What follows belongs to an exercise in optimizing a design on an open flow for small area, a short achievable clock period and few clock cycles per item; a production flow would make more cautious choices. Function was not checked in any run shown here: the RTL went through the layout flow alone. No activity file was given, so power comes from the tool's default toggle rates.

==> design.v <==
`timescale 1ns / 1ps
module mod_mul64_module
#(
    parameter A_WIDTH = 64,
    parameter B_WIDTH = 64,
    parameter N_WIDTH = 64
)
(
    input clk,
    input rst,
    input start,
    input [A_WIDTH-1:0] A,
    input [B_WIDTH-1:0] B,
    input [N_WIDTH-1:0] N,
    output [N_WIDTH-1:0] P,
    output done
);
    localparam W = 66;
    localparam IDLE = 3'd0;
    localparam NORM = 3'd1;
    localparam LOOP = 3'd2;
    localparam CONV = 3'd3;
    localparam SHR  = 3'd4;
    reg [2:0] state;
    reg done_reg;
    reg [5:0] sc;
    reg [6:0] cnt;
    reg b_cur;       
    reg b_nxt;       
    reg b_nn;        
    reg md2;         
    reg md1;         
    reg mdh;         
    reg cadd;        
    reg t2, t1, t0, tm1;
    reg ca1;         
    reg ca2;         
    reg [63:0] n_reg;
    reg [7:0] v2;    
    reg [7:0] v1;    
    reg [7:0] v0;    
    reg [7:0] vm1;   
    reg [4:0] a5;    
    reg [5:0] a15;   
    reg [W-1:0] S, C;
    wire ml = md2;
    wire hold = md1;
    wire [W-1:0] s_in = ({W{md2}} & {S[W-2:0], 1'b0})
                      | ({W{hold}} & S)
                      | ({W{mdh}} & {1'b0, S[W-1:1]});
    wire [W-1:0] c_in = ({W{md2}} & {C[W-2:0], 1'b0})
                      | ({W{hold | mdh}} & C);
    wire [W-1:0] n1 = {2'b00, n_reg};
    wire [W-1:0] n2 = {1'b0, n_reg, 1'b0};
    wire q_a1 = tm1 & !t0;      
    wire q_a2 = !tm1;           
    wire q_s1 = t1 & !t2;       
    wire q_s2 = t2;             
    wire neg = t1;              
    wire sel1 = q_a1 | q_s1 | ca1;
    wire sel2 = q_a2 | q_s2 | ca2;
    wire [W-1:0] y = (({W{sel1}} & n1) | ({W{sel2}} & n2)) ^ {W{neg}};
    wire [W-1:0] s1 = s_in ^ c_in ^ y;
    wire [W-1:0] maj1 = (s_in & c_in) | (s_in & y) | (c_in & y);
    wire [W-1:0] c1 = {maj1[W-2:0], neg};
    wire xb = ml & b_cur;
    wire [W-1:0] x = {2'b00, {64{xb}} & A};
    wire [W-1:0] s2 = s1 ^ c1 ^ x;
    wire [W-1:0] maj2 = (s1 & c1) | (s1 & x) | (c1 & x);
    wire [W-1:0] c2 = {maj2[W-2:0], 1'b0};
    always @(posedge clk) begin
        S <= s2;
        C <= c2;
    end
    wire [7:0] u1 = S[65:58];
    wire [7:0] u2 = C[65:58];
    wire [7:0] u4 = ({8{q_a1}} & {3'b000, n_reg[63:59]})
                  | ({8{q_a2}} & {2'b00, n_reg[63:58]})
                  | ({8{q_s1}} & {3'b111, ~n_reg[63:59]})
                  | ({8{q_s2}} & {2'b11, ~n_reg[63:58]});
    wire lt2, lt1, lt0, ltm1;
    sign4 u_s2  (.a(u1), .b(u2), .c(v2),  .d(u4), .s(lt2));
    sign4 u_s1  (.a(u1), .b(u2), .c(v1),  .d(u4), .s(lt1));
    sign4 u_s0  (.a(u1), .b(u2), .c(v0),  .d(u4), .s(lt0));
    sign4 u_sm1 (.a(u1), .b(u2), .c(vm1), .d(u4), .s(ltm1));
    wire ge2 = !lt2;
    wire ge1 = !lt1;
    wire ge0 = !lt0;
    wire gem1 = !ltm1;
    reg c_zero;      
    always @(posedge clk)
        c_zero <= ~|c2;
    wire fin = (state == CONV) && !cadd && c_zero;
    wire done_now = fin && !S[W-1] && (sc == 6'd0);
    wire [6:0] cnt_3 = cnt + 7'd3;
    wire b_n3 = !cnt_3[6] & B[~cnt_3[5:0]];
    wire last = (cnt == {1'b0, sc} + 7'd63);
    wire [63:0] n_next = (state == IDLE) ? N :
                         (state == NORM && !n_reg[63]) ? {n_reg[62:0], 1'b0} : n_reg;
    always @(posedge clk) begin
        n_reg <= n_next;
        a5 <= A[63:59];
        a15 <= a15_n[6:1];
    end
    wire [6:0] a15_n = {2'b00, A[63:59]} + {1'b0, A[63:59], 1'b0};
    wire u3_h = b_nxt;
    wire u3_l = b_nn;
    wire [7:0] u3_n = (u3_h & u3_l) ? {2'b00, a15} :
                      u3_h ? {3'b000, a5} :
                      u3_l ? {4'b0000, a5[4:1]} : 8'd0;
    wire [7:0] fx_n = {5'b00001, n_next[62:60]};
    always @(posedge clk) begin
        v2 <= u3_n;
        v1 <= u3_n + 8'd4;
        v0 <= u3_n + fx_n + 8'd5;
        vm1 <= u3_n + {fx_n[6:0], 1'b0} + 8'd6;
    end
    always @(posedge clk, posedge rst) begin
        if (rst) begin
            state <= IDLE;
            done_reg <= 1'b0;
            sc <= 6'd0;
            cnt <= 7'd0;
            b_cur <= 1'b0;
            b_nxt <= 1'b0;
            b_nn <= 1'b0;
            md2 <= 1'b0;
            md1 <= 1'b1;
            mdh <= 1'b0;
            cadd <= 1'b0;
            t2 <= 1'b0;
            t1 <= 1'b0;
            t0 <= 1'b1;
            tm1 <= 1'b1;
            ca1 <= 1'b0;
            ca2 <= 1'b0;
        end
        else begin
            cadd <= 1'b0;
            md2 <= 1'b0;
            md1 <= 1'b0;
            mdh <= 1'b0;
            t2 <= 1'b0;
            t1 <= 1'b0;
            t0 <= 1'b1;
            tm1 <= 1'b1;
            ca1 <= 1'b0;
            ca2 <= 1'b0;
            case (state)
                IDLE: begin
                    b_nxt <= B[63];
                    b_nn <= B[62];
                    cnt <= 7'd0;
                    sc <= 6'd0;
                    if (start) begin
                        done_reg <= 1'b0;
                        state <= NORM;
                    end
                    else
                        md1 <= 1'b1;
                end
                NORM: begin
                    if (!n_reg[63])
                        sc <= sc + 6'd1;
                    if (n_reg[63] || n_reg[62]) begin
                        b_cur <= b_nxt;
                        b_nxt <= b_nn;
                        b_nn <= B[61];
                        state <= LOOP;
                        md2 <= 1'b1;
                        t2 <= 1'b1;
                        t1 <= 1'b1;
                    end
                end
                LOOP: begin
                    cnt <= cnt + 7'd1;
                    b_cur <= b_nxt;
                    b_nxt <= b_nn;
                    b_nn <= b_n3;
                    if (last) begin
                        state <= CONV;
                        md1 <= 1'b1;
                        cadd <= 1'b1;
                        ca1 <= gem1;
                        ca2 <= !gem1;
                    end
                    else begin
                        md2 <= 1'b1;
                        t2 <= ge2;
                        t1 <= ge1;
                        t0 <= ge0;
                        tm1 <= gem1;
                    end
                end
                CONV: begin
                    md1 <= 1'b1;
                    if (fin) begin
                        if (S[W-1]) begin
                            ca1 <= 1'b1;
                            cadd <= 1'b1;
                        end
                        else if (sc != 6'd0) begin
                            state <= SHR;
                            md1 <= 1'b0;
                            mdh <= 1'b1;
                        end
                        else begin
                            state <= IDLE;
                            done_reg <= 1'b1;
                        end
                    end
                end
                SHR: begin
                    sc <= sc - 6'd1;
                    if (sc == 6'd1) begin
                        state <= IDLE;
                        done_reg <= 1'b1;
                        md1 <= 1'b1;
                    end
                    else
                        mdh <= 1'b1;
                end
                default: state <= IDLE;
            endcase
        end
    end
    assign P = S[63:0];
    assign done = done_reg | done_now;
endmodule
module sign4 (
    input [7:0] a,
    input [7:0] b,
    input [7:0] c,
    input [7:0] d,
    output s
);
    wire [7:0] s1 = a ^ b ^ c;
    wire [7:0] c1 = {(a[6:0] & b[6:0]) | (a[6:0] & c[6:0]) | (b[6:0] & c[6:0]), 1'b0};
    wire [7:0] x = s1 ^ c1 ^ d;
    wire [7:0] y = {(s1[6:0] & c1[6:0]) | (s1[6:0] & d[6:0]) | (c1[6:0] & d[6:0]), 1'b0};
    wire [6:0] g0 = x[6:0] & y[6:0];
    wire [6:0] p0 = x[6:0] ^ y[6:0];
    wire [6:0] g1, p1, g2, p2, g3;
    genvar i;
    generate
        for (i = 0; i < 7; i = i + 1) begin : pf
            if (i < 1) begin : a1
                assign g1[i] = g0[i];
                assign p1[i] = p0[i];
            end else begin : b1
                assign g1[i] = g0[i] | (p0[i] & g0[i-1]);
                assign p1[i] = p0[i] & p0[i-1];
            end
            if (i < 2) begin : a2
                assign g2[i] = g1[i];
                assign p2[i] = p1[i];
            end else begin : b2
                assign g2[i] = g1[i] | (p1[i] & g1[i-2]);
                assign p2[i] = p1[i] & p1[i-2];
            end
            if (i < 4) begin : a3
                assign g3[i] = g2[i];
            end else begin : b3
                assign g3[i] = g2[i] | (p2[i] & g2[i-4]);
            end
        end
    endgenerate
    assign s = x[7] ^ y[7] ^ g3[6];
endmodule
==> flow/run.sh <==
#!/bin/bash
# The standard layout (the standard.sh), with plain buf_1 cells as the
# port buffers instead of the default clkdlybuf4s50_1. The make output goes
# to standard.log; ORFS keeps each step's log under orfs/logs.
set -e
echo 'export BUFFER_PORTS_ARGS = -buffer_cell sky130_fd_sc_hd__buf_1' >> config.mk
bash standard.sh > standard.log 2>&1
==> standard.sh <==
#!/bin/bash
# synth_recipe.tcl (not shown) runs the flow's synth.tcl, then flattens the netlist and writes it again
# the make line also repeats each setting of config.mk as NAME=value (left out here)
make -C /OpenROAD-flow-scripts/flow DESIGN_CONFIG=/design/flow/config.mk WORK_HOME=/design/flow/orfs CLKGATE_MAP_FILE= SYNTH_SCRIPT=/design/flow/synth_recipe.tcl "${@:-finish}"
==> config.mk <==
export PLATFORM = sky130hd
export DESIGN_NAME = mod_mul64_module
export DESIGN_NICKNAME = mod_mul64_module
export VERILOG_FILES = /design/flow/design.v
export SDC_FILE = /design/flow/constraint.sdc
export NUM_CORES = 4
export LEC_CHECK = 0
export CAP_MARGIN = 20
export CORE_MARGIN = 2
export CORE_UTILIZATION = 40
export CTS_BUF_LIST = sky130_fd_sc_hd__clkbuf_4 sky130_fd_sc_hd__clkbuf_8
export SETUP_SLACK_MARGIN = 3.0
export SLEW_MARGIN = 20
export BUFFER_PORTS_ARGS = -buffer_cell sky130_fd_sc_hd__buf_1
==> constraint.sdc <==
create_clock -name core_clock -period 6.0 [get_ports {clk}]
set_input_delay 1.2000 -clock core_clock [delete_from_list [all_inputs] [get_ports {clk}]]
set_output_delay 1.2000 -clock core_clock [all_outputs]
set_load 0.01 [all_outputs]
==> key figures, run 1 <==
Status
  – Status: timing/DRC/antenna clean

Synthesis
  – Main flop type after synthesis: dfxtp_1
  – Synthesized area: about 18000 µm²
  – Top cell type's share of synthesized area: 19.67%
  – Sequential area share after synthesis: between 30 and 40%
  – Ys async rst share: a little under an eighth
  – Area leader, netlist: fa_1
  – Synth area leaders: fa_1, dfxtp_1, edfxtp_1, a22oi_1, inv_1
  – Post-Synthesis Cells: 1584
  – EDFF count, synth: 61
  – Avg Cell Area, Syn: about 11 µm²
  – Post-synth cell types: roughly 80
  – Flops & latches, synth: about 260
  – Syn_nets: 2007
  – Yosys warns: 1

Route
  – Drt total wl: between 50 and 60 mm
  – Post-route ant nets: 0
  – Via density: 5.461
  – WL per Instance: a little over 20 µm
  – Vias: 13190
  – Initial drt markers: ~1200
  – DRC: 0
  – DR pass1 iterations: 8

Setup path
  – CP Launch Type: flop
  – Crit path max fanout: 10
  – CP startpoint: tm1
  – Most used cell, CP: nor4_2
  – CP max stage delay: 0.55 ns
  – R2R Path End: c_zero
  – WP data required: about 6.5 ns
  – Buf/Inv on CP: 2
  – Worst Reg-to-Reg Cells: 12
  – Slowest-stage cell, CP: dfstp_2
  – Arr. time, crit path: approximately 4.2 ns
  – Critical path class: flop to flop
  – CP delay by family, top: simple AND/OR/NAND/NOR gates
  – R2R Setup Slk: around 2.3 ns
  – Crit-path cells: or3b_4 > buf_12 > a22oi_2 > xor2_1 > fa_1 > inv_1 > fa_2 > nor4_4 > nand2_2 > nor4_2 > nand3_1 > nor4_2
  – Crit end category: flop
  – RR Startpoint: tm1

Worst hold path
  – Hold Crit Endpoint: v0[6]
  – HP Class: flop to flop
  – HP Start: a15[5]
  – WHS Path Cells: 2

Global route
  – Pin count of the biggest net entering global routing: 67
  – Initial antenna violation count: 0
  – GRT overflow: 0
  – Gr usage total: 22.02%
  – First-pass GRT wire length: about 77 mm
  – Vias in the first global route: roughly 14000

Pwr
  – Pleak: approximately 0.0087 µW
  – Design Power: 12350 µW
  – Worst IR drop on VDD: around 0.00032 V
  – Pwr dens: between 600 and 700 nW/µm²

Timing
  – RSZ-0062 raised after global routing: true
  – Final Hold Fails: 0
  – Final period util: slightly above 60%
  – Setup TNS: 0 ns
  – Worst-margin pin slew: approximately 0.80 ns
  – # setup viols final: 0
  – Fmax: 270.1 MHz
  – Final hold slack: 0.5088 ns
  – Max Slew Vio Count: 0
  – Clock Skew: 0.01375 ns
  – Normalized max-slew margin: between 40% and 50%
  – Period minus WS final: between 3 and 4 ns

Final layout
  – Layout Area Growth over Synthesis: 17.38%
  – Design area: 20540 µm²
  – Most frequent cells in the layout: buf_1, inv_1, dfxtp_1
  – Layout cells sized above 1: around 18%
  – Commonest non-fill, non-tap cell in the layout: buf_1
  – Fin nets: around 2200
  – Fill cells: slightly above 4000
  – Max reg flops: 66

CTS
  – Root buf cell: clkbuf_8
  – Clock Latency Late Sink: roughly 0.63 ns
  – CTS Sinks: roughly 260
  – Clock tree buffer depth: 3
  – Num CTS Buffers: 47
  – CTS Hold Bufs: 0
  – CTS tree: done
  – Worst-path clk slew: 0.06 ns
  – Total number of H-tree levels: 2

Floorplan
  – Die width: approximately 210 µm
  – Initial core utilization: 40.54%
  – Core Rows: 76
  – Core area: ~43000 µm²
  – I/O pin cnt: 260
  – Die area: 45440 µm²
  – Die height: 213.2 µm

Place
  – Routability cong.: around 0.86
  – Placement Cell Area: 18490 µm²
  – Port Buf Inserts: around 260
  – DP Wirelength: between 30 and 40 mm

Job
  – Max cap viols: 0
metal layers:
| metal | up-vias | GRT usage (%) | part of all wire [%] |
|---|---|---|---|
| met2 | 500 | 35.16 | 47 |
| met3 | 78 | 5.118 | 7.6 |
| li1 | 5998 | - | - |
| met5 | - | 0 | 0 |
| met1 | 6613 | 29.18 | 43 |
| met4 | 0 | 8.238 | 2.7 |
worst reg2reg max path, cell delays in order, from the launching register on:
cell and delay [ns]:
dfstp_2 0.55, or3b_4 0.44, buf_12 0.17, a22oi_2 0.20, xor2_1 0.12, fa_1 0.53, inv_1 0.05, fa_2 0.37
nor4_4 0.35, nand2_2 0.14, nor4_2 0.30, nand3_1 0.12, nor4_2 0.27
timing repair:
item                       4_1_cts  5_1_grt
pin swaps                       22       23
gates cloned                     3        0
resized for setup               76       64
setup endpoints to repair      207       36
setup buffers                   32       20
area by class of cell:
| class | instances | area, µm² | share of cell area (%) |
|---|---|---|---|
| Inverter | 196 | 735.7 | 3.581 |
| Clock inverter | 6 | 45.04 | 0.2193 |
| Clock buffer | 81 | 933.4 | 4.544 |
| Antenna cell | 1 | 2.502 | 0.01218 |
| Timing Repair Buffer | 327 | 1625 | 7.912 |
| Multi-Input combinational cell | 958 | 10440 | 50.83 |
| Tap cell | 585 | 732.0 | 3.563 |
| Sequential cell | 261 | 6027 | 29.34 |
synth_stat cells (5+ instances only):
cell,number
nor2b_1,8
xor2_1,76
a222oi_1,64
ha_1,56
nor3_1,5
dfxtp_1,170
edfxtp_1,61
mux2i_1,10
nor2_1,28
o21ai_0,18
xnor2_1,38
a22oi_1,130
a21oi_1,20
o21ai_1,11
mux2_2,6
clkbuf_1,86
fa_1,172
and3_1,65
buf_4,65
mux4_2,17
buf_2,11
dfrtp_1,27
nand3_1,13
a22o_1,64
nor4_1,16
buf_1,7
nand2b_1,7
o21a_1,5
o21bai_1,8
nand4_1,7
nand2_1,38
inv_1,195
logic make-up after synthesis:
logic type / share of synthesized area [%]
AO/OA/AOI/OAI: 16.18
adder cells (fa/ha/maj): 23.68
flip-flops: 34.22
multiplexers: 3.210
buffers and inverters: 9.429
AND/OR/NAND/NOR: 7.142
XOR/XNOR: 6.141
worst max path at each step:
| stage | end | cells past startpoint |
|---|---|---|
| after floorplan | c_zero | 13 |
| after global placement | c_zero | 11 |
| after detailed placement | c_zero | 11 |
| after CTS | c_zero | 13 |
| after global routing | c_zero | 12 |
| final | c_zero | 12 |
where the power goes:
group / leakage [µW] / switching [µW] / internal, µW
registers: 0.00250 / 569 / 2450
logic: 0.00563 / 4140 / 3430
clock network: 0.000531 / 789 / 979
stage by stage:
step                util, %  instances  worst slack [ns]
floorplan                 -       1584             2.609
global placement      42.83       2272             1.583
finish                47.59       2415             2.298
global route          47.58       2414             2.143
CTS                   46.62       2394             2.408
detailed placement    42.83       2272             1.552
==> inputs of run 2 (changes only) <==
--- a/design.v
+++ b/design.v
@@ -88,7 +88,17 @@
     wire ge0 = !lt0;
     wire gem1 = !ltm1;
-    reg c_zero;      
-    always @(posedge clk)
-        c_zero <= ~|c2;
+    reg [8:0] cz_grp;
+    always @(posedge clk) begin
+        cz_grp[0] <= ~|c2[7:0];
+        cz_grp[1] <= ~|c2[15:8];
+        cz_grp[2] <= ~|c2[23:16];
+        cz_grp[3] <= ~|c2[31:24];
+        cz_grp[4] <= ~|c2[39:32];
+        cz_grp[5] <= ~|c2[47:40];
+        cz_grp[6] <= ~|c2[55:48];
+        cz_grp[7] <= ~|c2[63:56];
+        cz_grp[8] <= ~|c2[W-1:64];
+    end
+    wire c_zero = &cz_grp;
     wire fin = (state == CONV) && !cadd && c_zero;
     wire done_now = fin && !S[W-1] && (sc == 6'd0);
==> run 2 against run 1 <==
Still clean on timing, DRC and antenna. Non-clock buffer count is 18 higher. Area after synthesis is 2.2% higher. Highest routed layer unchanged. Sequential share of layout area is 0.41 points lower. Largest cell class unchanged.
==> key figures, run 2 <==
Route
  – M1 wire length: around 23 mm
  – Initial drt markers: 1292
  – Met2 wire len: around 25 mm
  – DRC: 0
  – Post-route ant nets: 0
  – Drt total wl: 53.40 mm
  – WL per Instance: roughly 21 µm
  – Highest routing layer actually used: met4
  – Via density: 5.578
  – Vias: 13860
  – DR pass1 iterations: 8
  – WL met3: ~3.4 mm

Setup path
  – Arr. time, crit path: slightly below 4 ns
  – WP data required: roughly 6.5 ns
  – Critical path class: flop to flop
  – CP Launch Type: flop
  – Crit end category: flop
  – Crit path max fanout: 8

Global route
  – Initial antenna violation count: 3
  – First-pass GRT wire length: 80.85 mm
  – GRT overflow: 0
  – Gr usage total: about 22%
  – Pin count of the biggest net entering global routing: roughly 110
  – Vias in the first global route: approximately 14000

Final layout
  – Most frequent cells in the layout: buf_1, inv_1, dfxtp_1
  – Max reg flops: between 60 and 70
  – Design area: 21340 µm²
  – Fin nets: approximately 2300
  – Fill cells: just over 4000
  – Commonest non-fill, non-tap cell in the layout: buf_1
  – Layout Area Growth over Synthesis: 19.29%
  – Layout cells sized above 1: between 15 and 20%

Timing
  – Period minus WS final: between 3 and 4 ns
  – Final period util: 57.06%
  – RSZ-0062 raised after global routing: true
  – Fmax: 292.1 MHz
  – Normalized max-slew margin: ~43%
  – Max Slew Vio Count: 0
  – Setup TNS: 0 ns
  – # setup viols final: 0
  – Final Hold Fails: 0
  – Worst-margin pin slew: roughly 0.86 ns
  – Clock Skew: between 0.02 and 0.03 ns

CTS
  – Total number of H-tree levels: 2
  – Num CTS Buffers: between 40 and 50
  – Clock tree buffer depth: 3
  – CTS Sinks: 269
  – Root buf cell: clkbuf_8
  – Clock Latency Late Sink: between 0.6 and 0.7 ns
  – CTS tree: done
  – Worst-path clk slew: 0.07 ns
  – CTS Hold Bufs: 0

Synthesis
  – Main flop type after synthesis: dfxtp_1
  – Syn_nets: 2050
  – Most common cell in the netlist: inv_1
  – Sequential area share after synthesis: between 30% and 40%
  – Post-Synth Simple-Gate Area: 7.604%
  – Largest family of logic cells by synthesized area: adder cells
  – Avg Cell Area, Syn: between 10 and 15 µm²
  – Post-Synthesis Cells: 1627
  – Top cells by count, synth: inv_1, dfxtp_1, fa_1, a22oi_1, xnor2_1
  – Compound-cell area share of the yosys netlist: approximately 16%
  – Area leader, netlist: dfxtp_1
  – Synthesized area: approximately 18000 µm²
  – Post-synth cell types: 76
  – Yosys warns: 1
  – Mux share of post-synthesis cell area: between 3 and 4%
  – Flops & latches, synth: roughly 270
  – Top cell type's share of synthesized area: roughly a fifth
  – Synth Area in Adders: roughly 23%
  – XOR/XNOR share of the synthesized area: under 10%
  – Synth area leaders: dfxtp_1, fa_1, edfxtp_1, a22oi_1, xnor2_1
  – EDFF count, synth: 61
  – Ys async rst share: between 10 and 15%

Floorplan
  – Die width: 215.5 µm
  – Core area: 44220 µm²
  – I/O pin cnt: 260
  – Die area: 46420 µm²
  – Die height: around 220 µm
  – Core Rows: a little under 80
  – Initial core utilization: between 40% and 50%

Job
  – Max cap viols: 0

Status
  – Status: timing/DRC/antenna clean

Place
  – DP Wirelength: around 35 mm
  – Placement Cell Area: 18930 µm²
  – Routability cong.: between 0.8 and 0.9
  – Port Buf Inserts: 259

Pwr
  – Pwr dens: roughly 600 nW/µm²
  – Design Power: about 13000 µW
  – Pleak: ~0.0091 µW
  – Worst IR drop on VDD: between 0.0003 and 0.0004 V

Worst hold path
  – HP Class: flop to flop
## run 2: area by class of cell
cell class                 count  area [µm²]  area share [%]
antenna                        3       7.507         0.03518
multi-input combinational    989       10750           50.38
sequential                   269        6172           28.93
tap                          592       740.7           3.472
timing repair buffer         345        1864           8.737
clock buffer                  83       998.5           4.680
inverter                     199       749.5           3.513
clock inverter                 5       55.05          0.2580
## run 2: cells by family after synthesis
logic type | after synthesis
XOR/XNOR | 114
AO/OA/AOI/OAI | 370
AND/OR/NAND/NOR | 243
flip-flops | 269
multiplexers | 30
adder cells (fa/ha/maj) | 228
buffers and inverters | 373
## run 2: worst paths after layout
| path | slack, ns | endpoint | startpoint | cells past startpoint |
|---|---|---|---|---|
| worst max register to register | 2.58 | cz_grp[3] | tm1 | 9 |
| min in group asynchronous | 0.63 | b_nxt | rst | 3 |
| max in group asynchronous | 5.01 | md1 | rst | 3 |
| worst max-delay path | 2.58 | cz_grp[3] | tm1 | 9 |
| worst min-delay path | 0.49 | v0[6] | a15[5] | 2 |
| worst min register to register | 0.49 | v0[6] | a15[5] | 2 |
## run 2: critical path, cell delays in order, from the launching register on
cell and delay (ns):
dfstp_2 0.61, or3b_4 0.49, buf_12 0.19, a22oi_2 0.16, xnor2_1 0.11, fa_1 0.54, inv_1 0.06, fa_2 0.34
or4_4 0.56, nor4b_4 0.27
## run 2: layer usage
metal | track usage (%) | vias to the layer above
met4 | 9.632 | 0
met2 | 36.45 | 564
li1 | - | 6198
met3 | 4.059 | 113
met1 | 29.50 | 6987
met5 | 0 | -
## run 2: report_power, final
| part | total (µW) | internal, µW | switching [µW] | leakage, µW |
|---|---|---|---|---|
| Clock | 1890 | 1080 | 807 | 0.000559 |
| Combinational | 7890 | 3600 | 4290 | 0.00600 |
| Sequential | 3130 | 2530 | 600 | 0.00257 |
## run 2: timing repair
item	4_1_cts	5_1_grt
cloned	7	2
hold endpoints to repair	0	0
pin swaps	35	30
setup endpoints to repair	143	26
gates resized for setup	89	47
setup buffers	54	15
## run 2: metrics by stage
stage | cells | util, % | worst slack, ns | hold slack, ns
finish | 2485 | 48.25 | 2.576 | 0.4932
floorplan | 1627 | - | 2.651 | 0.4537
detailed placement | 2316 | 42.81 | 1.666 | 0.4977
CTS | 2465 | 47.37 | 2.561 | 0.5014
global placement | 2316 | 42.81 | 1.887 | 0.4976
global route | 2484 | 48.24 | 2.502 | 0.5176

## port drivers added, routing unchanged
No port has a modelled driver above. Below, the same layouts with a new extraction and two added sets of constraints.
Step 1: set_driving_cell puts a clkbuf_16 on clk and a buf_2 on each other input, an assumption about the parent block.
Step 2 times the ports against the registers' clock, not the clock port: input delays grow and output delays shrink by t, the midpoint of the rising clock arrivals with the driver on.
Three values: ideal, step 1, step 2; two values: the first two.
| run | t, ns | slack for setup (ns) | worst setup path after step 2 |
|---|---|---|---|
| run 1 | 0.672 | 2.298 / 2.298 / 2.298 | register to register |
| run 2 | 0.657 | 2.576 / 2.576 / 2.576 | register to register |
After both steps setup and hold are still met in every run listed.
